Background: an optimization exercise with open tools, aiming at small area and a short achievable clock period. Do not read the settings as production practice. Where RTL was checked, it was by simulation tests only, not by an equivalence proof against the original. Function not checked in runs 1 to 4: the RTL went through the layout flow alone. No run shown here takes its clock network from TritonCTS; it comes from the design's own scripts or RTL. The clock port is modelled as an ideal driver, which makes a skipped or thinned clock tree look cheaper than it is; a real chip needs a root buffer or a tree.

File: design/flow/design.v
module encoder (
    input clk,
    input rst_n,
    input [31:0] data_in,
    output logic [31:0] data_out
);
    logic [7:0] cnt;              
    logic [7:0] cnt_nxt;
    logic [1:0] u, un;
    logic [5:0] v, vn;
    assign cnt_nxt = (cnt == 8'd254) ? 8'd0 : cnt + 8'd1;
    assign u = cnt[7:6];
    assign v = cnt[5:0];
    assign un = cnt_nxt[7:6];
    assign vn = cnt_nxt[5:0];
    always_ff @(posedge clk) begin
        if (!rst_n) cnt <= 8'd254;
        else cnt <= cnt_nxt;
    end
    logic ptop;
    always_ff @(posedge clk) begin
        if (!rst_n) ptop <= 1'b0;
        else ptop <= (vn != 6'd0) && (vn <= 6'd59);
    end
    logic acc;
    logic [7:0] cnt_nxt2;
    assign cnt_nxt2 = (cnt_nxt == 8'd254) ? 8'd0 : cnt_nxt + 8'd1;
    always_ff @(posedge clk) begin
        if (!rst_n) acc <= 1'b1;
        else acc <= (cnt_nxt2[5:0] < 6'd59) || (cnt_nxt2[5:0] == 6'd59 && cnt_nxt2[7:6] != 2'd3);
    end
    logic [3:0][7:0] enc;
    always_ff @(posedge clk) begin
        enc[3] <= data_in[31:24];
        if (acc) enc[2:0] <= data_in[23:0];
    end
    logic [7:0] el [0:3];
    logic [7:0] cat [0:7];        
    always_comb begin
        for (int s = 0; s < 4; s++) begin
            el[s] = enc[3 - s];
            cat[s] = enc[3 - s];
            cat[s + 4] = data_in[31 - 8 * s -: 8];
        end
    end
    logic [3:0][7:0] rot;
    logic [3:0][7:0] rot_d;
    always_comb begin
        for (int j = 0; j < 4; j++) begin
            rot_d[j] = cat[j + 3 - un];
            if ((j == 0 && vn == 6'd0) || vn > 6'd59) rot_d[j] = 8'd0;
        end
    end
    always_ff @(posedge clk) begin
        rot <= rot_d;
    end
    logic [127:0] par;            
    logic [127:0] peff;
    logic [31:0] fb;              
    logic [127:0] mp;
    logic [127:0] pnew;
    logic first;
    always_ff @(posedge clk) begin
        if (!rst_n) first <= 1'b0;
        else first <= (vn == 6'd0);
    end
    assign peff[127:96] = ptop ? par[127:96] : 32'd0;
    assign peff[95:0] = first ? 96'd0 : par[95:0];
    always_comb begin
        for (int e = 0; e < 4; e++)
            fb[8 * e +: 8] = peff[8 * (12 + e) +: 8] ^ rot[3 - e];
        pnew = {peff[95:0], 32'd0} ^ mp;
    end
    logic [208:0] cx;
    assign cx[0] = fb[4] ^ fb[21];
    assign cx[1] = fb[20] ^ fb[31];
    assign cx[2] = fb[9] ^ fb[23];
    assign cx[3] = fb[6] ^ fb[8];
    assign cx[4] = fb[5] ^ fb[28];
    assign cx[5] = fb[0] ^ fb[18];
    assign cx[6] = fb[7] ^ fb[30];
    assign cx[7] = fb[3] ^ fb[11];
    assign cx[8] = fb[1] ^ fb[19];
    assign cx[9] = fb[16] ^ fb[24];
    assign cx[10] = fb[2] ^ fb[22];
    assign cx[11] = fb[15] ^ fb[25];
    assign cx[12] = fb[17] ^ fb[29];
    assign cx[13] = fb[10] ^ fb[13];
    assign cx[14] = fb[26] ^ fb[27];
    assign cx[15] = fb[14] ^ cx[3];
    assign cx[16] = fb[12] ^ cx[0];
    assign cx[17] = fb[16] ^ cx[2];
    assign cx[18] = fb[10] ^ cx[9];
    assign cx[19] = fb[3] ^ cx[6];
    assign cx[20] = fb[4] ^ fb[12];
    assign cx[21] = cx[1] ^ cx[8];
    assign cx[22] = fb[14] ^ fb[17];
    assign cx[23] = fb[5] ^ cx[13];
    assign cx[24] = cx[5] ^ cx[7];
    assign cx[25] = fb[25] ^ cx[10];
    assign cx[26] = fb[24] ^ cx[4];
    assign cx[27] = fb[8] ^ fb[22];
    assign cx[28] = fb[7] ^ fb[15];
    assign cx[29] = fb[6] ^ cx[1];
    assign cx[30] = fb[27] ^ fb[29];
    assign cx[31] = fb[18] ^ cx[12];
    assign cx[32] = fb[1] ^ cx[11];
    assign cx[33] = fb[13] ^ fb[30];
    assign cx[34] = fb[19] ^ cx[6];
    assign cx[35] = fb[2] ^ cx[2];
    assign cx[36] = fb[12] ^ fb[21];
    assign cx[37] = fb[26] ^ cx[15];
    assign cx[38] = fb[0] ^ fb[4];
    assign cx[39] = fb[9] ^ fb[16];
    assign cx[40] = fb[8] ^ fb[20];
    assign cx[41] = cx[0] ^ cx[4];
    assign cx[42] = cx[3] ^ cx[14];
    assign cx[43] = fb[23] ^ cx[9];
    assign cx[44] = fb[24] ^ cx[5];
    assign cx[45] = fb[28] ^ cx[10];
    assign cx[46] = fb[22] ^ cx[7];
    assign cx[47] = fb[31] ^ cx[8];
    assign cx[48] = fb[11] ^ fb[17];
    assign cx[49] = fb[1] ^ fb[31];
    assign cx[50] = cx[11] ^ cx[19];
    assign cx[51] = fb[19] ^ cx[1];
    assign cx[52] = fb[5] ^ fb[13];
    assign cx[53] = fb[2] ^ fb[9];
    assign cx[54] = fb[15] ^ cx[16];
    assign cx[55] = fb[20] ^ cx[13];
    assign cx[56] = cx[6] ^ cx[7];
    assign cx[57] = fb[3] ^ fb[26];
    assign cx[58] = fb[10] ^ cx[2];
    assign cx[59] = fb[23] ^ cx[18];
    assign cx[60] = fb[27] ^ cx[0];
    assign cx[61] = fb[7] ^ fb[28];
    assign cx[62] = fb[0] ^ cx[20];
    assign cx[63] = fb[18] ^ cx[7];
    assign cx[64] = cx[14] ^ cx[17];
    assign cx[65] = cx[4] ^ cx[16];
    assign cx[66] = fb[21] ^ cx[12];
    assign cx[67] = fb[29] ^ cx[14];
    assign cx[68] = fb[6] ^ cx[11];
    assign cx[69] = cx[4] ^ cx[5];
    assign cx[70] = fb[9] ^ cx[25];
    assign cx[71] = fb[29] ^ cx[37];
    assign cx[72] = fb[10] ^ cx[34];
    assign cx[73] = fb[7] ^ cx[32];
    assign cx[74] = fb[5] ^ fb[26];
    assign cx[75] = fb[25] ^ cx[12];
    assign cx[76] = fb[31] ^ cx[30];
    assign cx[77] = fb[22] ^ cx[5];
    assign cx[78] = cx[8] ^ cx[26];
    assign cx[79] = fb[20] ^ cx[15];
    assign cx[80] = fb[1] ^ fb[27];
    assign cx[81] = fb[27] ^ cx[9];
    assign cx[82] = fb[14] ^ cx[27];
    assign cx[83] = fb[25] ^ cx[13];
    assign cx[84] = fb[3] ^ cx[29];
    assign cx[85] = fb[29] ^ cx[3];
    assign cx[86] = cx[23] ^ cx[28];
    assign cx[87] = cx[0] ^ cx[44];
    assign cx[88] = fb[2] ^ fb[23];
    assign cx[89] = fb[30] ^ cx[22];
    assign cx[90] = fb[4] ^ cx[15];
    assign cx[91] = cx[1] ^ cx[22];
    assign cx[92] = fb[21] ^ cx[31];
    assign cx[93] = cx[2] ^ cx[20];
    assign cx[94] = cx[10] ^ cx[52];
    assign cx[95] = fb[13] ^ cx[61];
    assign cx[96] = fb[25] ^ cx[36];
    assign cx[97] = fb[28] ^ cx[21];
    assign cx[98] = fb[24] ^ cx[8];
    assign cx[99] = fb[13] ^ fb[17];
    assign cx[100] = fb[11] ^ cx[35];
    assign cx[101] = cx[9] ^ cx[41];
    assign cx[102] = cx[15] ^ cx[46];
    assign cx[103] = cx[1] ^ cx[27];
    assign cx[104] = fb[0] ^ cx[55];
    assign cx[105] = fb[8] ^ cx[21];
    assign cx[106] = fb[3] ^ cx[4];
    assign cx[107] = fb[21] ^ cx[58];
    assign cx[108] = fb[22] ^ cx[33];
    assign cx[109] = fb[7] ^ cx[11];
    assign cx[110] = cx[24] ^ cx[39];
    assign cx[111] = fb[26] ^ cx[5];
    assign cx[112] = fb[30] ^ cx[16];
    assign cx[113] = fb[19] ^ cx[50];
    assign cx[114] = fb[6] ^ fb[14];
    assign cx[115] = fb[10] ^ cx[28];
    assign cx[116] = cx[9] ^ cx[29];
    assign cx[117] = fb[2] ^ fb[30];
    assign cx[118] = cx[19] ^ cx[49];
    assign cx[119] = cx[23] ^ cx[32];
    assign cx[120] = fb[26] ^ cx[26];
    assign cx[121] = fb[5] ^ cx[12];
    assign cx[122] = fb[18] ^ cx[19];
    assign cx[123] = fb[11] ^ cx[39];
    assign cx[124] = cx[60] ^ cx[99];
    assign cx[125] = cx[8] ^ cx[25];
    assign cx[126] = fb[18] ^ cx[23];
    assign cx[127] = fb[24] ^ cx[10];
    assign cx[128] = fb[10] ^ cx[7];
    assign cx[129] = fb[1] ^ cx[104];
    assign cx[130] = cx[16] ^ cx[48];
    assign cx[131] = cx[24] ^ cx[34];
    assign cx[132] = fb[23] ^ cx[54];
    assign cx[133] = cx[13] ^ cx[26];
    assign cx[134] = cx[17] ^ cx[74];
    assign cx[135] = cx[5] ^ cx[43];
    assign cx[136] = fb[31] ^ cx[11];
    assign cx[137] = fb[28] ^ cx[38];
    assign cx[138] = fb[16] ^ fb[22];
    assign cx[139] = cx[69] ^ cx[80];
    assign cx[140] = fb[4] ^ cx[47];
    assign cx[141] = fb[31] ^ cx[73];
    assign cx[142] = cx[7] ^ cx[89];
    assign cx[143] = fb[14] ^ cx[14];
    assign cx[144] = fb[6] ^ fb[11];
    assign cx[145] = cx[15] ^ cx[33];
    assign cx[146] = fb[24] ^ fb[27];
    assign cx[147] = cx[53] ^ cx[92];
    assign cx[148] = cx[85] ^ cx[110];
    assign cx[149] = fb[20] ^ cx[131];
    assign cx[150] = cx[17] ^ cx[25];
    assign cx[151] = cx[30] ^ cx[35];
    assign cx[152] = cx[1] ^ cx[20];
    assign cx[153] = cx[10] ^ cx[43];
    assign cx[154] = fb[19] ^ cx[14];
    assign cx[155] = cx[36] ^ cx[98];
    assign cx[156] = fb[21] ^ cx[22];
    assign cx[157] = cx[12] ^ cx[18];
    assign cx[158] = cx[12] ^ cx[46];
    assign cx[159] = fb[1] ^ cx[13];
    assign cx[160] = cx[36] ^ cx[63];
    assign cx[161] = fb[8] ^ cx[14];
    assign cx[162] = fb[24] ^ cx[2];
    assign cx[163] = fb[30] ^ cx[58];
    assign cx[164] = fb[19] ^ cx[17];
    assign cx[165] = cx[51] ^ cx[81];
    assign cx[166] = cx[4] ^ cx[7];
    assign cx[167] = fb[29] ^ cx[42];
    assign cx[168] = cx[12] ^ cx[68];
    assign cx[169] = cx[6] ^ cx[23];
    assign cx[170] = cx[30] ^ cx[39];
    assign cx[171] = fb[0] ^ cx[16];
    assign cx[172] = fb[15] ^ cx[5];
    assign cx[173] = cx[11] ^ cx[103];
    assign cx[174] = fb[9] ^ cx[62];
    assign cx[175] = cx[28] ^ cx[59];
    assign cx[176] = fb[7] ^ cx[106];
    assign cx[177] = cx[2] ^ cx[45];
    assign cx[178] = cx[27] ^ cx[76];
    assign cx[179] = cx[38] ^ cx[56];
    assign cx[180] = fb[17] ^ cx[24];
    assign cx[181] = fb[21] ^ cx[24];
    assign cx[182] = cx[5] ^ cx[40];
    assign cx[183] = cx[6] ^ cx[94];
    assign cx[184] = cx[19] ^ cx[42];
    assign cx[185] = cx[8] ^ cx[101];
    assign cx[186] = fb[23] ^ cx[121];
    assign cx[187] = fb[1] ^ fb[17];
    assign cx[188] = cx[50] ^ cx[78];
    assign cx[189] = fb[28] ^ cx[75];
    assign cx[190] = fb[13] ^ cx[82];
    assign cx[191] = fb[16] ^ cx[111];
    assign cx[192] = cx[33] ^ cx[69];
    assign cx[193] = cx[4] ^ cx[20];
    assign cx[194] = cx[2] ^ cx[77];
    assign cx[195] = cx[93] ^ cx[169];
    assign cx[196] = cx[6] ^ cx[26];
    assign cx[197] = cx[12] ^ cx[65];
    assign cx[198] = cx[40] ^ cx[80];
    assign cx[199] = cx[18] ^ cx[41];
    assign cx[200] = cx[11] ^ cx[56];
    assign cx[201] = cx[18] ^ cx[61];
    assign cx[202] = cx[31] ^ cx[164];
    assign cx[203] = fb[19] ^ cx[18];
    assign cx[204] = fb[4] ^ cx[95];
    assign cx[205] = fb[8] ^ cx[53];
    assign cx[206] = cx[3] ^ cx[17];
    assign cx[207] = cx[29] ^ cx[66];
    assign cx[208] = cx[105] ^ cx[112];
    assign mp[0] = fb[14] ^ cx[69] ^ cx[117] ^ cx[165];
    assign mp[1] = fb[0] ^ fb[3] ^ cx[66] ^ cx[68] ^ cx[97];
    assign mp[2] = fb[0] ^ fb[7] ^ cx[47] ^ cx[67] ^ cx[82] ^ cx[101];
    assign mp[3] = fb[14] ^ cx[47] ^ cx[168] ^ cx[194];
    assign mp[4] = cx[4] ^ cx[49] ^ cx[143] ^ cx[175];
    assign mp[5] = fb[2] ^ fb[11] ^ fb[28] ^ cx[81] ^ cx[168];
    assign mp[6] = fb[12] ^ cx[19] ^ cx[189] ^ cx[191];
    assign mp[7] = cx[14] ^ cx[31] ^ cx[33] ^ cx[140];
    assign mp[8] = fb[12] ^ cx[86] ^ cx[102] ^ cx[165];
    assign mp[9] = cx[11] ^ cx[17] ^ cx[79] ^ cx[95] ^ cx[130];
    assign mp[10] = cx[110] ^ cx[154] ^ cx[207];
    assign mp[11] = fb[15] ^ cx[41] ^ cx[49] ^ cx[145] ^ cx[180];
    assign mp[12] = fb[2] ^ fb[4] ^ cx[40] ^ cx[63] ^ cx[159] ^ cx[170];
    assign mp[13] = fb[0] ^ cx[65] ^ cx[142] ^ cx[203] ^ cx[205];
    assign mp[14] = fb[9] ^ cx[3] ^ cx[31] ^ cx[46] ^ cx[119] ^ cx[152];
    assign mp[15] = fb[26] ^ cx[16] ^ cx[34] ^ cx[100] ^ cx[114] ^ cx[126];
    assign mp[16] = fb[31] ^ cx[5] ^ cx[9] ^ cx[42] ^ cx[48] ^ cx[70] ^ cx[204];
    assign mp[17] = fb[12] ^ fb[25] ^ cx[8] ^ cx[31] ^ cx[58] ^ cx[143] ^ cx[176];
    assign mp[18] = cx[12] ^ cx[39] ^ cx[72] ^ cx[173];
    assign mp[19] = fb[6] ^ fb[28] ^ cx[6] ^ cx[25] ^ cx[43] ^ cx[55] ^ cx[60];
    assign mp[20] = fb[3] ^ cx[52] ^ cx[87] ^ cx[114] ^ cx[151];
    assign mp[21] = fb[10] ^ fb[22] ^ cx[90] ^ cx[188];
    assign mp[22] = fb[29] ^ cx[38] ^ cx[74] ^ cx[100] ^ cx[109] ^ cx[116];
    assign mp[23] = fb[5] ^ cx[18] ^ cx[96] ^ cx[184] ^ cx[187];
    assign mp[24] = fb[13] ^ fb[14] ^ fb[20] ^ fb[23] ^ cx[25] ^ cx[160];
    assign mp[25] = fb[19] ^ fb[24] ^ cx[57] ^ cx[132] ^ cx[190];
    assign mp[26] = fb[5] ^ cx[24] ^ cx[54] ^ cx[146] ^ cx[205];
    assign mp[27] = fb[18] ^ cx[8] ^ cx[79] ^ cx[100] ^ cx[199];
    assign mp[28] = cx[15] ^ cx[86] ^ cx[202];
    assign mp[29] = fb[9] ^ cx[48] ^ cx[72] ^ cx[79] ^ cx[172];
    assign mp[30] = cx[5] ^ cx[21] ^ cx[36] ^ cx[115] ^ cx[123];
    assign mp[31] = cx[10] ^ cx[48] ^ cx[55] ^ cx[155];
    assign mp[32] = fb[3] ^ cx[60] ^ cx[182] ^ cx[201];
    assign mp[33] = fb[9] ^ fb[11] ^ cx[27] ^ cx[75] ^ cx[185];
    assign mp[34] = cx[150] ^ cx[184] ^ cx[197];
    assign mp[35] = cx[108] ^ cx[134] ^ cx[207];
    assign mp[36] = fb[22] ^ cx[43] ^ cx[84] ^ cx[89] ^ cx[137];
    assign mp[37] = cx[87] ^ cx[141] ^ cx[186];
    assign mp[38] = fb[16] ^ fb[18] ^ fb[30] ^ cx[3] ^ cx[74] ^ cx[125];
    assign mp[39] = fb[7] ^ fb[17] ^ cx[35] ^ cx[84] ^ cx[154];
    assign mp[40] = fb[27] ^ cx[2] ^ cx[21] ^ cx[28] ^ cx[62] ^ cx[166];
    assign mp[41] = fb[2] ^ cx[65] ^ cx[85] ^ cx[129];
    assign mp[42] = fb[0] ^ cx[30] ^ cx[45] ^ cx[51] ^ cx[132] ^ cx[145];
    assign mp[43] = fb[11] ^ fb[19] ^ cx[16] ^ cx[30] ^ cx[33] ^ cx[82];
    assign mp[44] = cx[8] ^ cx[81] ^ cx[179] ^ cx[190];
    assign mp[45] = fb[8] ^ cx[4] ^ cx[9] ^ cx[32] ^ cx[35] ^ cx[62] ^ cx[91];
    assign mp[46] = fb[6] ^ cx[57] ^ cx[119] ^ cx[147];
    assign mp[47] = cx[10] ^ cx[14] ^ cx[24] ^ cx[72] ^ cx[90];
    assign mp[48] = cx[56] ^ cx[59] ^ cx[65] ^ cx[178];
    assign mp[49] = fb[31] ^ cx[17] ^ cx[75] ^ cx[108] ^ cx[144] ^ cx[193];
    assign mp[50] = fb[18] ^ fb[28] ^ cx[0] ^ cx[9] ^ cx[14] ^ cx[99] ^ cx[102];
    assign mp[51] = fb[9] ^ cx[89] ^ cx[136] ^ cx[181] ^ cx[203];
    assign mp[52] = fb[23] ^ cx[14] ^ cx[66] ^ cx[182] ^ cx[188];
    assign mp[53] = fb[30] ^ cx[70] ^ cx[87] ^ cx[97] ^ cx[167];
    assign mp[54] = cx[4] ^ cx[19] ^ cx[25] ^ cx[67] ^ cx[105] ^ cx[107];
    assign mp[55] = cx[0] ^ cx[7] ^ cx[29] ^ cx[45] ^ cx[67] ^ cx[163];
    assign mp[56] = fb[11] ^ cx[13] ^ cx[103] ^ cx[112] ^ cx[135];
    assign mp[57] = fb[11] ^ fb[22] ^ cx[22] ^ cx[47] ^ cx[52] ^ cx[96] ^ cx[162];
    assign mp[58] = fb[11] ^ fb[24] ^ cx[0] ^ cx[37] ^ cx[117] ^ cx[136];
    assign mp[59] = cx[0] ^ cx[40] ^ cx[64] ^ cx[126] ^ cx[200];
    assign mp[60] = fb[17] ^ fb[19] ^ cx[64] ^ cx[79] ^ cx[192];
    assign mp[61] = fb[9] ^ fb[27] ^ cx[15] ^ cx[92] ^ cx[97] ^ cx[115];
    assign mp[62] = fb[15] ^ fb[18] ^ fb[21] ^ fb[29] ^ cx[40] ^ cx[45] ^ cx[72] ^ cx[123];
    assign mp[63] = cx[36] ^ cx[51] ^ cx[158] ^ cx[163];
    assign mp[64] = cx[61] ^ cx[63] ^ cx[150] ^ cx[156] ^ cx[198];
    assign mp[65] = fb[10] ^ cx[45] ^ cx[54] ^ cx[57] ^ cx[202];
    assign mp[66] = fb[14] ^ fb[29] ^ cx[6] ^ cx[53] ^ cx[83] ^ cx[185];
    assign mp[67] = cx[49] ^ cx[107] ^ cx[167] ^ cx[172] ^ cx[196];
    assign mp[68] = fb[14] ^ fb[19] ^ fb[30] ^ cx[59] ^ cx[84] ^ cx[92];
    assign mp[69] = cx[34] ^ cx[48] ^ cx[87] ^ cx[173];
    assign mp[70] = cx[21] ^ cx[77] ^ cx[96] ^ cx[134];
    assign mp[71] = fb[17] ^ fb[21] ^ cx[8] ^ cx[42] ^ cx[104] ^ cx[153];
    assign mp[72] = fb[17] ^ cx[98] ^ cx[102] ^ cx[109] ^ cx[171];
    assign mp[73] = fb[20] ^ fb[26] ^ cx[44] ^ cx[73] ^ cx[93] ^ cx[94];
    assign mp[74] = fb[23] ^ cx[20] ^ cx[48] ^ cx[86] ^ cx[127] ^ cx[161];
    assign mp[75] = cx[28] ^ cx[78] ^ cx[124] ^ cx[194];
    assign mp[76] = cx[24] ^ cx[40] ^ cx[88] ^ cx[115] ^ cx[197];
    assign mp[77] = fb[5] ^ cx[8] ^ cx[16] ^ cx[108] ^ cx[148];
    assign mp[78] = fb[6] ^ cx[10] ^ cx[21] ^ cx[22] ^ cx[195];
    assign mp[79] = fb[2] ^ fb[14] ^ cx[29] ^ cx[43] ^ cx[86] ^ cx[181];
    assign mp[80] = fb[2] ^ cx[64] ^ cx[113] ^ cx[193];
    assign mp[81] = cx[12] ^ cx[14] ^ cx[38] ^ cx[84] ^ cx[133];
    assign mp[82] = fb[15] ^ cx[24] ^ cx[35] ^ cx[71] ^ cx[155];
    assign mp[83] = fb[23] ^ cx[27] ^ cx[120] ^ cx[129];
    assign mp[84] = fb[0] ^ cx[54] ^ cx[56] ^ cx[71] ^ cx[78];
    assign mp[85] = cx[30] ^ cx[32] ^ cx[116] ^ cx[174] ^ cx[183];
    assign mp[86] = fb[0] ^ fb[6] ^ cx[83] ^ cx[88] ^ cx[118] ^ cx[120] ^ cx[156];
    assign mp[87] = cx[63] ^ cx[67] ^ cx[90] ^ cx[127] ^ cx[141];
    assign mp[88] = fb[21] ^ cx[1] ^ cx[10] ^ cx[37] ^ cx[59] ^ cx[106];
    assign mp[89] = cx[60] ^ cx[109] ^ cx[158] ^ cx[206];
    assign mp[90] = cx[16] ^ cx[22] ^ cx[53] ^ cx[116] ^ cx[122];
    assign mp[91] = fb[19] ^ fb[20] ^ cx[22] ^ cx[68] ^ cx[88] ^ cx[191] ^ cx[204];
    assign mp[92] = fb[6] ^ fb[27] ^ cx[31] ^ cx[45] ^ cx[47] ^ cx[175];
    assign mp[93] = cx[88] ^ cx[149] ^ cx[189];
    assign mp[94] = fb[29] ^ cx[44] ^ cx[57] ^ cx[208];
    assign mp[95] = fb[5] ^ cx[21] ^ cx[33] ^ cx[60] ^ cx[70];
    assign mp[96] = fb[13] ^ fb[22] ^ cx[37] ^ cx[174] ^ cx[196];
    assign mp[97] = fb[0] ^ cx[15] ^ cx[23] ^ cx[73] ^ cx[76] ^ cx[162];
    assign mp[98] = fb[11] ^ fb[16] ^ cx[10] ^ cx[62] ^ cx[119];
    assign mp[99] = cx[177] ^ cx[179] ^ cx[187];
    assign mp[100] = cx[13] ^ cx[44] ^ cx[71] ^ cx[118] ^ cx[177];
    assign mp[101] = fb[10] ^ fb[14] ^ cx[140] ^ cx[151] ^ cx[200];
    assign mp[102] = fb[15] ^ cx[117] ^ cx[120] ^ cx[128] ^ cx[152];
    assign mp[103] = fb[25] ^ cx[3] ^ cx[7] ^ cx[16] ^ cx[52] ^ cx[76];
    assign mp[104] = cx[70] ^ cx[149] ^ cx[157];
    assign mp[105] = fb[25] ^ fb[26] ^ cx[59] ^ cx[180] ^ cx[208];
    assign mp[106] = fb[16] ^ cx[23] ^ cx[67] ^ cx[118] ^ cx[171];
    assign mp[107] = fb[18] ^ cx[21] ^ cx[83] ^ cx[90] ^ cx[170] ^ cx[176];
    assign mp[108] = fb[14] ^ fb[18] ^ cx[41] ^ cx[57] ^ cx[68] ^ cx[138];
    assign mp[109] = fb[19] ^ cx[28] ^ cx[38] ^ cx[42] ^ cx[138] ^ cx[186];
    assign mp[110] = fb[17] ^ fb[20] ^ cx[6] ^ cx[139] ^ cx[206];
    assign mp[111] = cx[3] ^ cx[47] ^ cx[147] ^ cx[201];
    assign mp[112] = cx[9] ^ cx[34] ^ cx[46] ^ cx[71] ^ cx[83] ^ cx[93];
    assign mp[113] = fb[11] ^ cx[11] ^ cx[91] ^ cx[161] ^ cx[195];
    assign mp[114] = cx[41] ^ cx[113] ^ cx[135] ^ cx[178];
    assign mp[115] = fb[7] ^ fb[12] ^ cx[91] ^ cx[159] ^ cx[166];
    assign mp[116] = fb[8] ^ cx[10] ^ cx[107] ^ cx[111] ^ cx[113];
    assign mp[117] = cx[21] ^ cx[27] ^ cx[38] ^ cx[64] ^ cx[128];
    assign mp[118] = fb[10] ^ cx[26] ^ cx[35] ^ cx[130] ^ cx[198];
    assign mp[119] = cx[70] ^ cx[85] ^ cx[133] ^ cx[160];
    assign mp[120] = fb[2] ^ cx[17] ^ cx[50] ^ cx[51] ^ cx[124];
    assign mp[121] = cx[57] ^ cx[77] ^ cx[91] ^ cx[199];
    assign mp[122] = fb[1] ^ cx[1] ^ cx[148] ^ cx[183];
    assign mp[123] = fb[12] ^ cx[32] ^ cx[55] ^ cx[114] ^ cx[146];
    assign mp[124] = cx[51] ^ cx[64] ^ cx[137] ^ cx[142];
    assign mp[125] = cx[1] ^ cx[54] ^ cx[139] ^ cx[157];
    assign mp[126] = cx[66] ^ cx[125] ^ cx[144] ^ cx[192];
    assign mp[127] = fb[12] ^ cx[21] ^ cx[71] ^ cx[122] ^ cx[153];
    always_ff @(posedge clk) begin
        par <= pnew;
    end
    logic [3:0] msg;
    logic [7:0] tw [0:19];
    logic [31:0] dnext;
    always_comb begin
        for (int i = 0; i < 4; i++) tw[i] = par[8 * (15 - i) +: 8];
        for (int i = 0; i < 16; i++) tw[i + 4] = pnew[8 * (15 - i) +: 8];
        for (int s = 0; s < 4; s++) begin
            msg[s] = (v <= 6'd58) || (v == 6'd59 && s < 3 - u) || (v == 6'd63 && s >= 3 - u);
            dnext[31 - 8 * s -: 8] = msg[s] ? el[s] : tw[s + u + 1];
        end
    end
    always_ff @(posedge clk) begin
        data_out <= dnext;
    end
endmodule
File: design/flow/flow/run.sh
#!/bin/bash
# Standard layout, except: the synthesis maps with flow/abc_speed.script,
# the clock tree is flow/ctree.tcl's two-level tree, the ports get plain
# buffers, and timing repair aims below the period.
set -euo pipefail
rm -rf scripts_local
cp -r "$FLOW_HOME/scripts" scripts_local
cp flow/abc_speed.script scripts_local/abc_speed.script
sed -i 's|^log_cmd clock_tree_synthesis .*|source $::env(CTREE_TCL)|' scripts_local/cts.tcl
grep -q CTREE_TCL scripts_local/cts.tcl
export CTREE_TCL=$PWD/flow/ctree.tcl
export CTREE_LEAF=20
export SCRIPTS_DIR=$PWD/scripts_local
export BUFFER_PORTS_ARGS="-buffer_cell sky130_fd_sc_hd__buf_2"
export SETUP_SLACK_MARGIN=10.3
bash standard.sh > standard.log 2>&1
File: design/flow/flow/abc_speed.script
strash
dch -f
&get -n
&nf -R 1000 -p
&put
topo
stime -c
File: design/flow/flow/ctree.tcl
# Two-level clock tree in place of clock_tree_synthesis: the clock port drives
# one buffer per quadrant of the clock sinks, and each of those drives the
# leaf buffers of its quadrant (at most CTREE_LEAF sinks per leaf).
set ct_block [ord::get_db_block]
set ct_dbu [$ct_block getDbUnitsPerMicron]
set ct_buf sky130_fd_sc_hd__clkbuf_16
set ct_leaf [expr {[info exists ::env(CTREE_LEAF)] ? $::env(CTREE_LEAF) : 20}]

proc ct_centroid {pts} {
  set sx 0.0; set sy 0.0
  foreach p $pts { set sx [expr {$sx + [lindex $p 1]}]; set sy [expr {$sy + [lindex $p 2]}] }
  set n [llength $pts]
  return [list [expr {$sx / $n}] [expr {$sy / $n}]]
}
# split {pin x y} items into k near-equal parts along x (idx 1) or y (idx 2)
proc ct_split {pts k idx} {
  set s [lsort -real -index $idx $pts]
  set n [llength $s]
  set out {}
  for {set i 0} {$i < $k} {incr i} {
    lappend out [lrange $s [expr {($n * $i) / $k}] [expr {($n * ($i + 1)) / $k - 1}]]
  }
  return $out
}
proc ct_span {pts idx} {
  set l [lsort -real -index $idx $pts]
  return [expr {[lindex $l end $idx] - [lindex $l 0 $idx]}]
}
proc ct_um {v} { return [expr {$v / double($::ct_dbu)}] }

set ct_sinks {}
foreach p [get_pins -of_objects [get_nets clk]] {
  lassign [[sta::sta_to_db_pin $p] getAvgXY] ok x y
  lappend ct_sinks [list $p $x $y]
}
puts "ctree: [llength $ct_sinks] clock sinks"

set ct_quads {}
foreach half [ct_split $ct_sinks 2 1] {
  foreach q [ct_split $half 2 2] { lappend ct_quads $q }
}
set qi 0
foreach q $ct_quads {
  set nleaf [expr {int(ceil([llength $q] / double($ct_leaf)))}]
  set idx [expr {[ct_span $q 1] > [ct_span $q 2] ? 1 : 2}]
  set leafxy {}
  set li 0
  foreach g [ct_split $q $nleaf $idx] {
    set pins {}
    foreach p $g { lappend pins [lindex $p 0] }
    lassign [ct_centroid $g] cx cy
    set bname "ctree_leaf_${qi}_${li}"
    insert_buffer -buffer_cell $ct_buf -net clk -load_pins $pins \
      -location [list [ct_um $cx] [ct_um $cy]] \
      -buffer_name $bname -net_name "ctree_net_leaf_${qi}_${li}"
    lappend leafxy [list x $cx $cy]
    incr li
  }
  # insert_buffer adds a number to the names: find this quadrant's leaves
  set leafpins {}
  foreach p [get_pins -of_objects [get_nets clk]] {
    if {[string match "ctree_leaf_${qi}_*" [get_full_name $p]]} { lappend leafpins $p }
  }
  lassign [ct_centroid $leafxy] cx cy
  insert_buffer -buffer_cell $ct_buf -net clk -load_pins $leafpins \
    -location [list [ct_um $cx] [ct_um $cy]] \
    -buffer_name "ctree_q_${qi}" -net_name "ctree_net_q_${qi}"
  incr qi
}
foreach net [$ct_block getNets] {
  if {[string match ctree_net_* [$net getName]]} { $net setSigType CLOCK }
}
[$ct_block findNet clk] setSigType CLOCK
set_propagated_clock [all_clocks]
puts "ctree: clock port drives [llength [get_pins -of_objects [get_nets clk]]] pins"
File: design/flow/standard.sh
#!/bin/bash
# synth_recipe.tcl (not shown) runs the flow's synth.tcl, then flattens the netlist and writes it again
# the make line also repeats each setting of config.mk as NAME=value (left out here)
make -C /OpenROAD-flow-scripts/flow DESIGN_CONFIG=/design/flow/config.mk WORK_HOME=/design/flow/orfs CLKGATE_MAP_FILE= SYNTH_SCRIPT=/design/flow/synth_recipe.tcl "${@:-finish}"
File: design/flow/config.mk
export PLATFORM = sky130hd
export DESIGN_NAME = encoder
export DESIGN_NICKNAME = encoder
export VERILOG_FILES = /design/flow/design.v
export SDC_FILE = /design/flow/constraint.sdc
export NUM_CORES = 8
export LEC_CHECK = 0
export CAP_MARGIN = 20
export CORE_MARGIN = 2
export CORE_UTILIZATION = 65
export SLEW_MARGIN = 20
File: design/flow/constraint.sdc
create_clock -name core_clock -period 14.0 [get_ports {clk}]
set_input_delay 2.8000 -clock core_clock [delete_from_list [all_inputs] [get_ports {clk}]]
set_output_delay 2.8000 -clock core_clock [all_outputs]
set_load 0.01 [all_outputs]
==> results of run 1 <==
## metrics by stage
stage               cell area (um2)  utilization (%)  hold WS [ns]  cells
detailed placement            16500             72.9         0.468   1967
floorplan                     15300                -         0.420   1551
global route                  18000             79.4         0.500   2025
global placement              16500             72.8         0.449   1967
finish                        18000             79.4         0.465   2025
CTS                           17500             77.1         0.474   1993
## synth_stat cells (2+ instances only)
cell      count  area [um2]
xor2_1      217        1900
dfxtp_1     211        4220
nand2_1      87         327
nand3_1       4        20.0
edfxtp_1     24         721
nor2b_1      53         332
clkinv_1      6        22.5
nor4_1        2        12.5
and3_1        3        18.8
and2_0        7        43.8
o21ai_0      28         140
xnor2_1     638        5590
a221o_1       6        60.1
nand2b_1     48         300
a222oi_1     10         100
a22oi_1      57         428
ha_1          5        62.6
a21boi_0      4        30.0
a31oi_1      14        87.6
a221oi_1     23         201
nor2_1       52         195
nand4_1       2        12.5
nor3_1        3        15.0
a22o_1        4        35.0
a21oi_1      33         165
## how the worst min path moves through the flow
stage,cells past startpoint,from,slack (ns),end
finish,2,par[6],0.47,par[38]
global route,2,par[6],0.50,par[38]
CTS,2,par[6],0.47,par[38]
detailed placement,2,enc[31],0.47,data_out[31]
global placement,2,enc[31],0.45,data_out[31]
floorplan,2,enc[26],0.42,data_out[26]
## state kept, by name, indices dropped and copies added (netlist names)
signal    cells
par         128
data_out     32
first         1
ptop          1
enc          32
cnt           8
rot          32
acc           1
## cell usage in the layout (no fill, tap or decap), types with 16 or more instances in the layout
cell	Yosys	final
clkbuf_16	0	16
nand2b_1	48	48
edfxtp_1	24	24
buf_2	0	65
xor2_1	217	162
xnor2_2	0	26
xor2_4	0	19
a221oi_1	23	23
buf_4	0	102
nand2_1	87	87
xnor2_1	638	605
xor2_2	0	36
dfxtp_1	211	208
o21ai_0	28	28
a21oi_1	33	33
nor2_1	52	48
nor2b_1	53	51
a22oi_1	57	57
## area by class of cell, without the clock buffers
class | instances | area, um2
multi-input combinational | 1310 | 11100
sequential | 235 | 4950
fill | 1406 | 4670
timing repair buffer | 173 | 1180
tap | 285 | 357
inverter | 6 | 22.5
## layer usage
metal	share of wire, %	GRT usage, %	wire (um)
met5	0	0	0
met4	11	38.5	6380
met3	13	11.6	7640
met2	42	74.7	25500
met1	34	59.5	20700
## logic make-up (layout without fill, tap and decap cells)
logic type | count (synthesis) | count (layout) | share of synthesized area (%)
buffers and inverters | 6 | 195 | 0.149
and+or+nand+nor | 264 | 264 | 8.60
xor gates and xnor gates | 855 | 855 | 49.5
DFF | 235 | 235 | 32.7
AOI/OAI and AO/OA | 186 | 186 | 8.63
adders and majority gates | 5 | 5 | 0.414
## critical path, cell delays in order (launching register included)
cell	delay [ns]
dfxtp_4	0.50
nand2_1	0.15
xor2_2	0.15
buf_4	0.38
xor2_4	0.26
xnor2_1	0.89
xor2_1	0.18
xnor2_1	0.34
xnor2_2	0.20
a22o_1	0.26
a221oi_1	0.29
o21ai_0	0.12
## what timing repair did
action | 4_1_cts | 5_1_grt
setup endpoints to repair | 101 | 36
setup buffers | 10 | 32
pin swaps | 3 | 8
resized for setup | 56 | 33
hold buffers | 0 | 0
hold endpoints to repair | 0 | 0
==> flow_summary.yaml, run 1 <==
yosys:
  yosys_register_bits: 235
  synth_area_mm2: 0.0151
  synth_edf_count: 24
  ys_types: 35
  synth.avg_cell_area_um2: 9.75
  async_flop_share_pct: 0
  ys_warn_count: 4
  syn-instance-count: 1551
  ys.flop_type: "dfxtp_1"
  synthesis.nets: 1590
  yosysSeqAreaShare_pct: 32.7
sta:
  slew_headroom_pct: 9.07
  fin_crit_sh_pct: 27.7
  rsz0062_at_grt: "true"
  setup_viol: 0
  slew_violations: 0
  fmax_ghz: 0.258
  setup_slack_ns: 10.12
  tns_ns: 0
  finalCriticalPeriod_ns: 3.88
  tightest_slew_ns: 1.36
  clock_skew_ns: 0.0343
  hold_viol: 0
global_route:
  grt_max_degree: 59
  grt_pass1_vias: 12900
  antenna_found_initial: 0
  gr-total-overflow: 0
  grt_pass1_wl_um: 86200
  grt_use_total_pct: 48.9
routing:
  wl_per_cell_um: 29.7
  first_iter_violations: 1869
  drc: 0
  wl_um: 60200
  ant_nets: 0
  vias: 13100
  first_pass_iters: 6
  viasPerCell: 6.45
die:
  die_x_um: 157
  dieArea_mm2: 0.0245
  start_util_pct: 66.6
  core_mm2: 0.0227
  ios: 66
  std_cell_rows: 55
  fp.dieH_um: 157
final_layout:
  nets: 1781
  antenna_cells: 0
  drive_above_1_share_pct: 16.5
  syn2layout_area_growth_pct: 19.3
critical_path:
  crit_path_start_kind: "flip-flop"
  critPathLaunch: "ptop"
  reg2regPathDepth: 11
  endpoint: "data_out[6]"
  end_kind: "flip-flop"
  critPathRequiredTime_ns: 14.16
  reg2reg_to: "data_out[6]"
  critical_path_class: "flip-flop to flip-flop"
  rrSetupSlack_ns: 10.12
  rr_startpoint: "ptop"
  cp.arrival_ns: 4.04
  critPathMaxFanout: 17
clocking:
  clkTransAtPathRegs_ns: 0.11
  insertion_delay_ns: 0.32
outcome:
  status: "no timing/DRC/antenna violations"
placed_design:
  numPortBuffers: 65
  pre_cts_ws_ns: 9.16
  gp_congestion: 1.09
  dp.final_hpwl_um: 42800
min_path:
  min_path_type: "flip-flop to flip-flop"
run:
  cap_violations: 0
==> inputs of run 2 (changes only) <==
--- a/design/flow/flow/run.sh
+++ b/design/flow/flow/run.sh
@@ -12,5 +12,5 @@
 export CTREE_LEAF=20
 export SCRIPTS_DIR=$PWD/scripts_local
 export BUFFER_PORTS_ARGS="-buffer_cell sky130_fd_sc_hd__buf_2"
-export SETUP_SLACK_MARGIN=10.3
+export SETUP_SLACK_MARGIN=10.5
 bash standard.sh > standard.log 2>&1
==> run 2 against run 1 <==
Against the previous run: via count rose by 5.2%; design area increased by 6.3%; synthesized cell count did not move; fmax is 0.42% lower; critical path depth up 2; sequential share of layout area shrank 1.5 points; clock skew increased by 0.0077 ns.
==> flow_summary.yaml, run 2 <==
clocking:
  insertion_delay_ns: 0.33
  clkTransAtPathRegs_ns: 0.09
sta:
  clock_skew_ns: 0.0419
  hold_viol: 0
  tightest_slew_ns: 1.09
  rsz0062_at_grt: "true"
  finalCriticalPeriod_ns: 3.89
  slew_headroom_pct: 27.2
  fmax_ghz: 0.257
  setup_viol: 0
  fin_crit_sh_pct: 27.8
  slew_violations: 0
  tns_ns: 0
global_route:
  grt_pass1_vias: 13100
  antenna_found_initial: 1
  grt_pass1_wl_um: 88500
  grt_max_degree: 61
  gr-total-overflow: 0
  grt_use_total_pct: 50.6
die:
  fp.dieH_um: 157
  std_cell_rows: 55
  dieArea_mm2: 0.0245
  ios: 66
  core_mm2: 0.0227
  die_x_um: 157
  start_util_pct: 66.6
yosys:
  yosysTopAreaCell: "xnor2_1"
  ys_types: 35
  synth.avg_cell_area_um2: 9.75
  yosysMostFrequentCell: "xnor2_1"
  ys_warn_count: 4
  synth.area.top_cells: "xnor2_1 (37%), dfxtp_1 (28%), xor2_1 (13%)"
  ys.flop_type: "dfxtp_1"
  synth_common_cells: "xnor2_1 (638), xor2_1 (217), dfxtp_1 (211), nand2_1 (87), a22oi_1 (57)"
  async_flop_share_pct: 0
  synth_area_mm2: 0.0151
  syn-instance-count: 1551
  yosysTopAreaCellShare_pct: 36.9
  synthesis.nets: 1590
  synth_edf_count: 24
  yosys_register_bits: 235
  yosysSeqAreaShare_pct: 32.7
critical_path:
  critical_path_class: "flip-flop to flip-flop"
  crit_path_start_kind: "flip-flop"
  reg2regPathDepth: 13
  critPathRequiredTime_ns: 14.17
  rrSetupSlack_ns: 10.11
  rr_startpoint: "ptop"
  reg2reg_to: "data_out[10]"
  end_kind: "flip-flop"
  critPathMaxFanout: 16
  cp.arrival_ns: 4.06
min_path:
  hold_depth: 2
  min_path_type: "flip-flop to flip-flop"
  hold_end: "par[33]"
  min_from: "par[1]"
routing:
  vias: 13800
  wl_um: 65200
  ant_nets: 0
  wl_per_cell_um: 31.7
  first_iter_violations: 2111
  viasPerCell: 6.69
  drc: 0
  first_pass_iters: 6
final_layout:
  final_common_cell: "xnor2_1"
  largest_reg_flops: 128
  antenna_cells: 0
  drive_above_1_share_pct: 21.7
  final_core_util_pct: 84.4
  final_cells: 2056
  nets: 1812
  syn2layout_area_growth_pct: 26.8
  final_cell_mix: "xnor2_1 (587), dfxtp_1 (183), xor2_1 (141), buf_4 (117), nand2_1 (87)"
  regMostFlops: "par"
placed_design:
  dp.final_hpwl_um: 42300
  numPortBuffers: 65
  gp_congestion: 1.11
  dp.cells: 1956
run:
  cap_violations: 0
outcome:
  status: "no timing/DRC/antenna violations"
## run 2: worst max-delay path by stage
stage / startpoint / end / depth (start not counted) / slack, ns
after floorplan: ptop / data_out[2] / 10 / 10.50
after global placement: ptop / par[37] / 7 / 9.17
after detailed placement: ptop / data_out[31] / 10 / 9.25
after CTS: data_out[3] / data_out[3] / 1 / 10.42
after global routing: ptop / data_out[10] / 13 / 10.16
final: ptop / data_out[10] / 13 / 10.11
## run 2: area by class of cell, without the clock buffers
cell class / instances / area [um2]
sequential: 235 / 4980
tap: 285 / 357
timing repair buffer: 204 / 1730
inverter: 6 / 22.5
multi-input combinational: 1310 / 11700
fill: 1202 / 3540
## run 2: stage by stage
stage / hold slack, ns / worst slack [ns] / area (um2)
after global routing: 0.511 / 10.16 / 19200
after floorplan: 0.420 / 10.50 / 15500
after CTS: 0.485 / 10.42 / 18100
final: 0.483 / 10.11 / 19200
after global placement: 0.465 / 9.17 / 16600
after detailed placement: 0.449 / 9.25 / 16600
## run 2: timing repair
item,CTS,global route
pin swaps,13,14
resized for setup,115,90
setup buffers,37,47
endpoints found under the hold margin,0,0
hold buffers,0,0
endpoints found under the setup margin,161,97
## run 2: worst max-delay path, stage by stage, from the launching register on
cell and delay [ns]:
dfxtp_4 0.45, buf_8 0.19, nand2_1 0.12, xor2_2 0.15
buf_4 0.32, xor2_2 0.16, buf_4 0.32, xnor2_4 0.19
xnor2_1 0.32, xnor2_1 0.18, xnor2_1 0.24, a221o_1 0.48
a221oi_1 0.53, nor2_1 0.09
## run 2: metal layers
metal | wire length (um) | track usage, %
met2 | 27200 | 77.4
met5 | 0 | 0
met4 | 7420 | 40.1
met3 | 8910 | 12.5
met1 | 21700 | 60.8
## run 2: logic make-up (layout without fill, tap and decap cells)
group	after synthesis	count (layout)	synth area share, %
compound gates	186	186	8.63
fa+ha+maj	5	5	0.414
simple gates	264	264	8.60
xor+xnor	855	855	49.5
flops	235	235	32.7
buf+inv	6	226	0.149
==> inputs of run 3 (changes only) <==
==> design/flow/flow/run.sh (replaced) <==
#!/bin/bash
# Standard layout, except: the synthesis maps with flow/abc_speed.script,
# the clock tree is flow/ctree.tcl's two-level tree, the ports get plain
# buffers, timing repair aims below the period, and the wire capacitance
# the placement-stage timing estimates use is scaled up by 1.3 (closer to
# the extracted values).
set -euo pipefail
rm -rf scripts_local
cp -r "$FLOW_HOME/scripts" scripts_local
cp flow/abc_speed.script scripts_local/abc_speed.script
sed -i 's|^log_cmd clock_tree_synthesis .*|source $::env(CTREE_TCL)|' scripts_local/cts.tcl
grep -q CTREE_TCL scripts_local/cts.tcl
python3 - "$FLOW_HOME/platforms/sky130hd/setRC.tcl" 1.3 > setRC_scaled.tcl <<'PY'
import re, sys
s = open(sys.argv[1]).read()
k = float(sys.argv[2])
print(re.sub(r'-capacitance ([0-9.Ee+-]+)', lambda m: '-capacitance %g' % (float(m.group(1)) * k), s))
PY
export LAYER_PARASITICS_FILE=$PWD/setRC_scaled.tcl
export CTREE_TCL=$PWD/flow/ctree.tcl
export CTREE_LEAF=20
export SCRIPTS_DIR=$PWD/scripts_local
export BUFFER_PORTS_ARGS="-buffer_cell sky130_fd_sc_hd__buf_2"
export SETUP_SLACK_MARGIN=10.3
bash standard.sh > standard.log 2>&1
==> run 3 against run 2 <==
Against the previous run: worst setup slack improved by 0.28 ns; wire length shrank 6.4%; largest cell class unchanged; hold slack got worse by 0.0049 ns; highest routed layer unchanged; synthesized area stayed put; utilization shrank 0.63 points; still clean; sequential share of layout area is essentially flat; synthesized cell count did not move; register-to-register slack improved by 0.41 ns.
==> flow_summary.yaml, run 3 <==
yosys:
  yosysSeqAreaShare_pct: 32.7
  ys_types: 35
  synth_edf_count: 24
  syn-instance-count: 1551
  synth.avg_cell_area_um2: 9.75
  synth_area_mm2: 0.0151
  synth_common_cells: "xnor2_1 (638), xor2_1 (217), dfxtp_1 (211), nand2_1 (87), a22oi_1 (57)"
  yosysMostFrequentCell: "xnor2_1"
  yosysTopAreaCell: "xnor2_1"
  ys.flop_type: "dfxtp_1"
  ys_warn_count: 4
  synthesis.nets: 1590
  synth.area.top_cells: "xnor2_1 (37%), dfxtp_1 (28%), xor2_1 (13%)"
  yosysTopAreaCellShare_pct: 36.9
  async_flop_share_pct: 0
  yosys_register_bits: 235
critical_path:
  crit_path_start_kind: "flip-flop"
  cp.arrival_ns: 0.81
  rrSetupSlack_ns: 10.52
  cpLargestDelayFamily: "flip-flops"
  critPathMaxFanout: 1
  rr_startpoint: "ptop"
  critPathRequiredTime_ns: 11.20
  max_stage_delay_ns: 0.37
  reg2reg_to: "data_out[9]"
  crit_chain: "buf_2"
  critical_path_class: "flip-flop to output port"
  worst-path-buf-inv: 1
  end_kind: "output port"
  reg2regPathDepth: 12
  critPathSlowestCell: "dfxtp_1"
sta:
  hold_viol: 0
  clock_skew_ns: 0.0323
  fin_crit_sh_pct: 25.8
  slew_headroom_pct: 23.4
  setup_viol: 0
  tightest_slew_ns: 1.14
  finalCriticalPeriod_ns: 3.61
  setup_slack_ns: 10.39
  fmax_ghz: 0.277
  rsz0062_at_grt: "true"
  tns_ns: 0
  slew_violations: 0
routing:
  wl_um: 61000
  viasPerCell: 6.51
  drc: 0
  vias: 13300
  ant_nets: 0
  wl_per_cell_um: 29.8
  first_pass_iters: 6
  first_iter_violations: 1770
min_path:
  hold_depth: 2
  hold_end: "par[78]"
  min_from: "par[46]"
  min_path_type: "flip-flop to flip-flop"
clocking:
  insertion_delay_ns: 0.32
  clkTransAtPathRegs_ns: 0.10
  cts_hold_buf: 0
global_route:
  grt_pass1_wl_um: 85900
  grt_use_total_pct: 48.3
  grt_max_degree: 58
  antenna_found_initial: 0
  gr-total-overflow: 0
  grt_pass1_vias: 13000
final_layout:
  final_cell_mix: "xnor2_1 (571), dfxtp_1 (208), xor2_1 (143), buf_4 (95), nand2_1 (87)"
  syn2layout_area_growth_pct: 25.8
  final_common_cell: "xnor2_1"
  largest_reg_flops: 128
  regMostFlops: "par"
  drive_above_1_share_pct: 20.8
  antenna_cells: 0
  nets: 1804
  final_cell_area_mm2: 0.0190
die:
  fp.dieH_um: 157
  die_x_um: 157
  dieArea_mm2: 0.0245
  core_mm2: 0.0227
  ios: 66
  start_util_pct: 66.6
  std_cell_rows: 55
placed_design:
  pre_cts_ws_ns: 9.43
  numPortBuffers: 65
  gp_congestion: 1.11
  placed_area_mm2: 0.0167
  dp.final_hpwl_um: 42600
outcome:
  status: "no timing/DRC/antenna violations"
run:
  cap_violations: 0
run 3: cell count changes in the layout (fill, tap and decap cells not counted), sizes merged:
cell,previous run,this run
buf,204,196
run 3: what timing repair did:
item	4_1_cts	5_1_grt
resized for setup	101	84
pin swaps	4	11
buffers inserted	17	35
endpoints found under the setup margin	109	65
run 3: area by class of cell, without the clock buffers:
cell class	instances	area, um2
fill	1259	3680
inverter	6	22.5
multi-input combinational	1310	11800
sequential	235	4950
tap	285	357
timing repair buffer	196	1540
run 3: layer usage:
metal	wire length, um	vias to the layer above	part of all wire, %	global-route usage, %
li1	-	5466	-	-
met1	21100	6276	34	58.3
met2	26200	1196	43	75.1
met3	7760	396	13	11.2
met4	6030	0	9.9	36.3
met5	0	-	0	0
run 3: how the worst max path moves through the flow:
stage | startpoint | end | slack [ns] | depth (start not counted)
floorplan | ptop | data_out[4] | 10.33 | 10
global placement | ptop | data_out[9] | 8.95 | 11
detailed placement | ptop | data_out[15] | 9.43 | 12
CTS | ptop | data_out[10] | 10.14 | 14
global route | ptop | data_out[5] | 10.04 | 11
finish | data_out[29] | data_out[29] | 10.39 | 1
run 3: cells by family (layout without fill, tap and decap cells):
group                      Yosys count  in the layout  share of synthesized area [%]
AOI/OAI and AO/OA                  186            186                           8.63
adders and majority gates            5              5                          0.414
xor gates and xnor gates           855            855                           49.5
buffers and inverters                6            218                          0.149
DFF                                235            235                           32.7
and+or+nand+nor                    264            264                           8.60
run 3: per-stage QoR:
stage               utilization, %  hold WS, ns  cells
finish                        83.8        0.478   2048
global route                  83.8        0.493   2048
CTS                           79.7        0.483   2013
detailed placement            73.7        0.451   1980
global placement              73.5        0.461   1978
floorplan                        -        0.420   1551
run 3: tightest hold or removal path, delay by kind of cell (launching register included):
kind          cells  cell delay, ns
simple gates      1            0.07
xor+xnor          1            0.07
flops             1            0.31
==> inputs of run 4 (changes only) <==
--- a/design/flow/flow/run.sh
+++ b/design/flow/flow/run.sh
@@ -21,5 +21,5 @@
 export CTREE_LEAF=20
 export SCRIPTS_DIR=$PWD/scripts_local
 export BUFFER_PORTS_ARGS="-buffer_cell sky130_fd_sc_hd__buf_2"
-export SETUP_SLACK_MARGIN=10.3
+export SETUP_SLACK_MARGIN=10.5
 bash standard.sh > standard.log 2>&1
==> run 4 against run 3 <==
Against the previous run: die area is the same; global-route usage is 1.9 points lower; flip-flop and latch count stayed put; fmax down 1.7%; clock skew up 0.017 ns; synthesized cell count stayed put; first-iteration DRC count increased by 10%; synthesized area is the same; critical path type is now flip-flop to flip-flop.
==> flow_summary.yaml, run 4 <==
outcome:
  status: "no timing/DRC/antenna violations"
sta:
  rsz0062_at_grt: "true"
  hold_viol: 0
  tightest_slew_ns: 1.13
  fmax_ghz: 0.272
  setup_slack_ns: 10.33
  slew_headroom_pct: 23.9
  fin_crit_sh_pct: 26.2
  clock_skew_ns: 0.0492
  finalCriticalPeriod_ns: 3.67
  setup_viol: 0
  slew_violations: 0
  tns_ns: 0
routing:
  viasPerCell: 6.46
  first_pass_iters: 7
  ant_nets: 0
  drc: 0
  vias: 13300
  first_iter_violations: 1948
  wl_per_cell_um: 30.4
  wl_um: 62600
final_layout:
  fillers: 1145
  syn2layout_area_growth_pct: 30.2
  drive_above_1_share_pct: 24.5
  nets: 1818
  largest_reg_flops: 128
  seqCellArea_mm2: 0.00498
  final_cell_mix: "xnor2_1 (555), dfxtp_1 (182), xor2_1 (131), buf_4 (107), nand2_1 (87)"
  multi_input_area_mm2: 0.0121
  final_common_cell: "xnor2_1"
  regMostFlops: "par"
  antenna_cells: 0
yosys:
  yosysMostFrequentCell: "xnor2_1"
  synth_common_cells: "xnor2_1 (638), xor2_1 (217), dfxtp_1 (211), nand2_1 (87), a22oi_1 (57)"
  yosysSeqAreaShare_pct: 32.7
  async_flop_share_pct: 0
  synth.area.top_cells: "xnor2_1 (37%), dfxtp_1 (28%), xor2_1 (13%)"
  synth_edf_count: 24
  syn-instance-count: 1551
  yosysTopAreaCellShare_pct: 36.9
  synthesis.nets: 1590
  ys.flop_type: "dfxtp_1"
  ys_types: 35
  yosys_register_bits: 235
  synth.avg_cell_area_um2: 9.75
  yosysTopAreaCell: "xnor2_1"
  synth_area_mm2: 0.0151
  ys_warn_count: 4
die:
  core_mm2: 0.0227
  std_cell_rows: 55
  start_util_pct: 66.6
  fp.dieH_um: 157
  dieArea_mm2: 0.0245
  ios: 66
  die_x_um: 157
global_route:
  gr-usage-met1_pct: 55.8
  antenna_found_initial: 1
  grt_pass1_vias: 12700
  grt_max_degree: 57
  grtUsageMet3_pct: 12.6
  busiest_layer: "met2"
  grt_use_total_pct: 46.4
  met2_usage_pct: 70.6
  gr-total-overflow: 0
  grt_pass1_wl_um: 82200
critical_path:
  crit_path_start_kind: "flip-flop"
  endpoint: "data_out[10]"
  rrSetupSlack_ns: 10.33
  rr_startpoint: "ptop"
  end_kind: "flip-flop"
  critPathMaxFanout: 16
  cp.depth: 13
  reg2regPathDepth: 13
  critPathMostFrequentCell: "xor2_1"
  cp.arrival_ns: 3.85
  critPathLaunch: "ptop"
  reg2reg_to: "data_out[10]"
  max_stage_delay_ns: 0.40
  critical_path_class: "flip-flop to flip-flop"
  cpLargestDelayFamily: "XOR/XNOR gates"
  critPathRequiredTime_ns: 14.18
  crit_chain: "buf_6 -> nand2_1 -> xor2_1 -> buf_4 -> xor2_1 -> buf_4 -> xor2_4 -> xor2_1 -> xnor2_1 -> xnor2_1 -> a221o_1 -> a221oi_1 -> nor2_1"
  worst-path-buf-inv: 3
  critPathSlowestCell: "dfxtp_4"
clocking:
  cts_hold_buf: 0
  clkTransAtPathRegs_ns: 0.08
  insertion_delay_ns: 0.34
placed_design:
  numPortBuffers: 65
  gp_congestion: 1.13
  pre_cts_ws_ns: 9.45
  dp.final_hpwl_um: 40600
min_path:
  min_path_type: "flip-flop to flip-flop"
  min_from: "enc[28]"
run:
  cap_violations: 0
## run 4: cell counts after synthesis
Identical to the previous run, type by type.
## run 4: kinds of logic after synthesis
logic type,count (synthesis),synth area share [%]
compound gates,186,8.63
buf+inv,6,0.149
xor+xnor,855,49.5
simple gates,264,8.60
fa+ha+maj,5,0.414
flops,235,32.7
## run 4: area by class of cell, without the clock buffers
type	instances	share of cell area, %
Inverter	6	0.114
Timing Repair Buffer	210	9.40
Sequential cell	235	25.3
Tap cell	285	1.81
Multi-Input combinational cell	1310	61.3
## run 4: metrics by stage
step                instances  hold slack [ns]  cell area (um2)  utilization, %
finish                   2062            0.462            19700            86.7
global route             2062            0.508            19700            86.7
CTS                      2030            0.476            18500            81.6
detailed placement       1968            0.442            16700            73.5
global placement         1968            0.434            16700            73.5
floorplan                1551            0.420            15500               -
## run 4: worst min path at each step
stage | end | slack [ns] | cells after the start
after detailed placement | data_out[28] | 0.44 | 2
after floorplan | data_out[26] | 0.42 | 2
after CTS | data_out[28] | 0.48 | 2
after global routing | data_out[28] | 0.51 | 2
final | data_out[28] | 0.46 | 2
after global placement | data_out[26] | 0.43 | 2
## run 4: routing by layer
layer	up-vias	wire [um]	share of wire [%]
li1	5494	-	-
met3	380	8710	14
met2	1175	26400	42
met1	6276	20800	33
met4	0	6670	11
met5	-	0	0
## run 4: tightest hold or removal path: stages, from the launching register on
cell	delay, ns
dfxtp_1	0.33
nand2_1	0.04
o21ai_0	0.06
## run 4: repair_timing
item	4_1_cts	5_1_grt
resized for setup	145	128
setup buffers	46	32
cloned	0	0
endpoints found under the setup margin	176	109
pin swaps	14	10
==> inputs of run 5 (changes only) <==
--- a/design/flow/design.v
+++ b/design/flow/design.v
@@ -17,11 +17,6 @@
         if (!rst_n) cnt <= 8'd254;
         else cnt <= cnt_nxt;
     end
-    logic ptop;
-    always_ff @(posedge clk) begin
-        if (!rst_n) ptop <= 1'b0;
-        else ptop <= (vn != 6'd0) && (vn <= 6'd59);
-    end
     logic acc;
     logic [7:0] cnt_nxt2;
     assign cnt_nxt2 = (cnt_nxt == 8'd254) ? 8'd0 : cnt_nxt + 8'd1;
@@ -43,28 +38,31 @@
             cat[s + 4] = data_in[31 - 8 * s -: 8];
         end
     end
+    logic [127:0] par;            
+    logic [127:0] peff;
+    logic [31:0] fb;              
+    logic [127:0] mp;
+    logic [127:0] pnew;
     logic [3:0][7:0] rot;
     logic [3:0][7:0] rot_d;
+    logic ptop_n;
     always_comb begin
+        ptop_n = (vn != 6'd0) && (vn <= 6'd59);
         for (int j = 0; j < 4; j++) begin
             rot_d[j] = cat[j + 3 - un];
             if ((j == 0 && vn == 6'd0) || vn > 6'd59) rot_d[j] = 8'd0;
+            if (!ptop_n) rot_d[j] = rot_d[j] ^ pnew[8 * (15 - j) +: 8];
         end
     end
     always_ff @(posedge clk) begin
         rot <= rot_d;
     end
-    logic [127:0] par;            
-    logic [127:0] peff;
-    logic [31:0] fb;              
-    logic [127:0] mp;
-    logic [127:0] pnew;
     logic first;
     always_ff @(posedge clk) begin
         if (!rst_n) first <= 1'b0;
         else first <= (vn == 6'd0);
     end
-    assign peff[127:96] = ptop ? par[127:96] : 32'd0;
+    assign peff[127:96] = par[127:96];
     assign peff[95:0] = first ? 96'd0 : par[95:0];
     always_comb begin
         for (int e = 0; e < 4; e++)
--- a/design/flow/flow/run.sh
+++ b/design/flow/flow/run.sh
@@ -21,5 +21,5 @@
 export CTREE_LEAF=20
 export SCRIPTS_DIR=$PWD/scripts_local
 export BUFFER_PORTS_ARGS="-buffer_cell sky130_fd_sc_hd__buf_2"
-export SETUP_SLACK_MARGIN=10.5
+export SETUP_SLACK_MARGIN=10.3
 bash standard.sh > standard.log 2>&1
==> run 5 against run 4 <==
Against the previous run: still clean; clock skew down 0.015 ns; wire length is 14% lower; final cell count up 0.92%; via count down 5.6%; first-iteration DRC count shrank 17%.
==> flow_summary.yaml, run 5 <==
clocking:
  insertion_delay_ns: 0.32
  clkTransAtPathRegs_ns: 0.08
die:
  dieArea_mm2: 0.0249
  core_mm2: 0.0233
  die_x_um: 158
  ios: 66
  fp.dieH_um: 158
  std_cell_rows: 56
  start_util_pct: 65.9
final_layout:
  final_common_cell: "xnor2_1"
  regMostFlops: "par"
  antenna_cells: 0
  largest_reg_flops: 128
  nets: 1803
  final_cells: 2081
  final_cell_mix: "xnor2_1 (661), dfxtp_1 (209), xor2_1 (158), nand2_1 (111), buf_4 (93)"
  drive_above_1_share_pct: 13.9
  syn2layout_area_growth_pct: 16.0
  fillers: 1776
  final_core_util_pct: 76.4
critical_path:
  crit_path_start_kind: "flip-flop"
  cp.arrival_ns: 0.80
  critPathMaxFanout: 1
  crit_chain: "buf_2"
  end_kind: "output port"
  cpLargestDelayFamily: "flip-flops"
  critPathSlowestCell: "dfxtp_1"
  worst-path-buf-inv: 1
  critical_path_class: "flip-flop to output port"
  critPathRequiredTime_ns: 11.20
  max_stage_delay_ns: 0.36
sta:
  tns_ns: 0
  setup_viol: 0
  fmax_ghz: 0.278
  fin_crit_sh_pct: 25.7
  slew_violations: 0
  whs_ns: 0.464
  rsz0062_at_grt: "true"
  finalCriticalPeriod_ns: 3.60
  hold_viol: 0
  clock_skew_ns: 0.0342
  slew_headroom_pct: 28.8
  tightest_slew_ns: 1.06
yosys:
  ys.flop_type: "dfxtp_1"
  synth.area.top_cells: "xnor2_1 (39%), dfxtp_1 (27%), xor2_1 (11%)"
  yosys_register_bits: 234
  yosysSeqAreaShare_pct: 32.0
  syn-instance-count: 1587
  ys_types: 34
  synth_common_cells: "xnor2_1 (692), dfxtp_1 (210), xor2_1 (190), nand2_1 (111), nor2_1 (78)"
  yosysTopAreaCellShare_pct: 39.4
  synth_edf_count: 24
  synth.avg_cell_area_um2: 9.68
  yosysTopAreaCell: "xnor2_1"
  async_flop_share_pct: 0
  synthesis.nets: 1626
  synth_area_mm2: 0.0154
  yosysMostFrequentCell: "xnor2_1"
  ys_warn_count: 4
routing:
  wl_per_cell_um: 25.8
  ant_nets: 0
  first_iter_violations: 1624
  wl_um: 53700
  vias: 12600
  drc: 0
  viasPerCell: 6.04
  first_pass_iters: 13
placed_design:
  gp_congestion: 1.12
  dp.final_hpwl_um: 40200
  dp.cells: 2054
  numPortBuffers: 65
global_route:
  grt_pass1_vias: 12200
  antenna_found_initial: 0
  grt_pass1_wl_um: 77800
  grt_max_degree: 36
  grt_use_total_pct: 42.9
  gr-total-overflow: 0
run:
  cap_violations: 0
min_path:
  min_path_type: "flip-flop to flip-flop"
outcome:
  status: "no timing/DRC/antenna violations"
-- run 5: cell count changes after synthesis, moves of 7 or more --
cell      before  now
xnor2_1      638  692
a22oi_1       57   11
xor2_1       217  190
nor2_1        52   78
nand2_1       87  111
a222oi_1      10   29
o21ai_0       28   11
a31oi_1       14    7
-- run 5: repair_timing --
action	in CTS	in global routing
pin swaps	0	1
gates resized for setup	21	32
hold buffers	0	0
buffers inserted	0	11
endpoints found under the setup margin	53	45
-- run 5: cell type report, without the clock buffers --
| cell class | instances | area (um2) | area share (%) |
|---|---|---|---|
| inverters | 4 | 15.0 | 0.0842 |
| multi-input cells | 1349 | 11000 | 62.0 |
| flip-flops and latches | 234 | 4930 | 27.6 |
| well taps | 319 | 399 | 2.24 |
| repair buffers | 159 | 1040 | 5.85 |
-- run 5: kinds of logic after synthesis --
| kind of cell | count (synthesis) | share of synthesized area, % |
|---|---|---|
| xor gates and xnor gates | 883 | 50.4 |
| AOI/OAI and AO/OA | 140 | 6.89 |
| muxes | 6 | 0.440 |
| DFF | 234 | 32.0 |
| and+or+nand+nor | 315 | 9.71 |
| adders and majority gates | 5 | 0.407 |
| buffers and inverters | 4 | 0.0977 |
-- run 5: metal layers --
layer / track usage (%) / routed length, um / vias up
met4: 28.4 / 4560 / 0
met3: 7.91 / 6110 / 239
li1: - / - / 5513
met2: 67.1 / 23200 / 935
met5: 0 / 0 / -
met1: 54.2 / 19900 / 5888
-- run 5: stage by stage --
step	cell area [um2]	worst slack [ns]
after floorplan	15400	10.31
after global placement	16900	9.61
after detailed placement	16900	9.65
after CTS	17500	10.28
after global routing	17800	10.14
final	17800	10.40
-- run 5: worst paths after layout --
kind / start / endpoint / slack (ns) / cells past startpoint
worst max register to register: par[103] / data_out[5] / 10.51 / 12
worst min register to register: enc[28] / data_out[28] / 0.46 / 1
worst min-delay path: enc[28] / data_out[28] / 0.46 / 1
worst max-delay path: data_out[0] / data_out[0] / 10.40 / 1

==> separate check: timing with driven ports <==
In the flow no input, the clock included, has a driving cell. The finished layouts below were timed again as built, in two steps.
Step 1 assumes that a clkbuf_16 drives the clock port and a buf_2 every other input.
Step 2 adds t to the input delays and takes it off the output delays; t is the mean of the earliest and latest rising clock arrival at the registers after step 1. Input paths then give back, and output paths get back, about the clock's delay inside the block.
Slacks: ideal / step 1 / step 2; pairs: ideal / step 1.
| run | shift t [ns] | setup WS [ns] | latest minus earliest clock arrival (ns) | worst slew at a driven data input, ns | cell pins on the clock port's net |
|---|---|---|---|---|---|
| run 1 | 0.421 | 10.124 / 10.124 / 10.124 | 0.035 / 0.034 | 0.04 | 4 |
| run 2 | 0.428 | 10.107 / 10.107 / 10.107 | 0.043 / 0.043 | 0.04 | 4 |
| run 3 | 0.418 | 10.389 / 10.274 / 10.429 | 0.033 / 0.032 | 0.04 | 4 |
| run 4 | 0.432 | 10.327 / 10.321 / 10.327 | 0.049 / 0.049 | 0.04 | 4 |
| run 5 | 0.417 | 10.401 / 10.286 / 10.311 | 0.034 / 0.034 | 0.03 | 4 |
After both steps setup and hold are still met in every run listed. For run 5, which loses most, drivers alone change the setup slack by -0.115 ns; drivers and shift together by -0.090 ns.
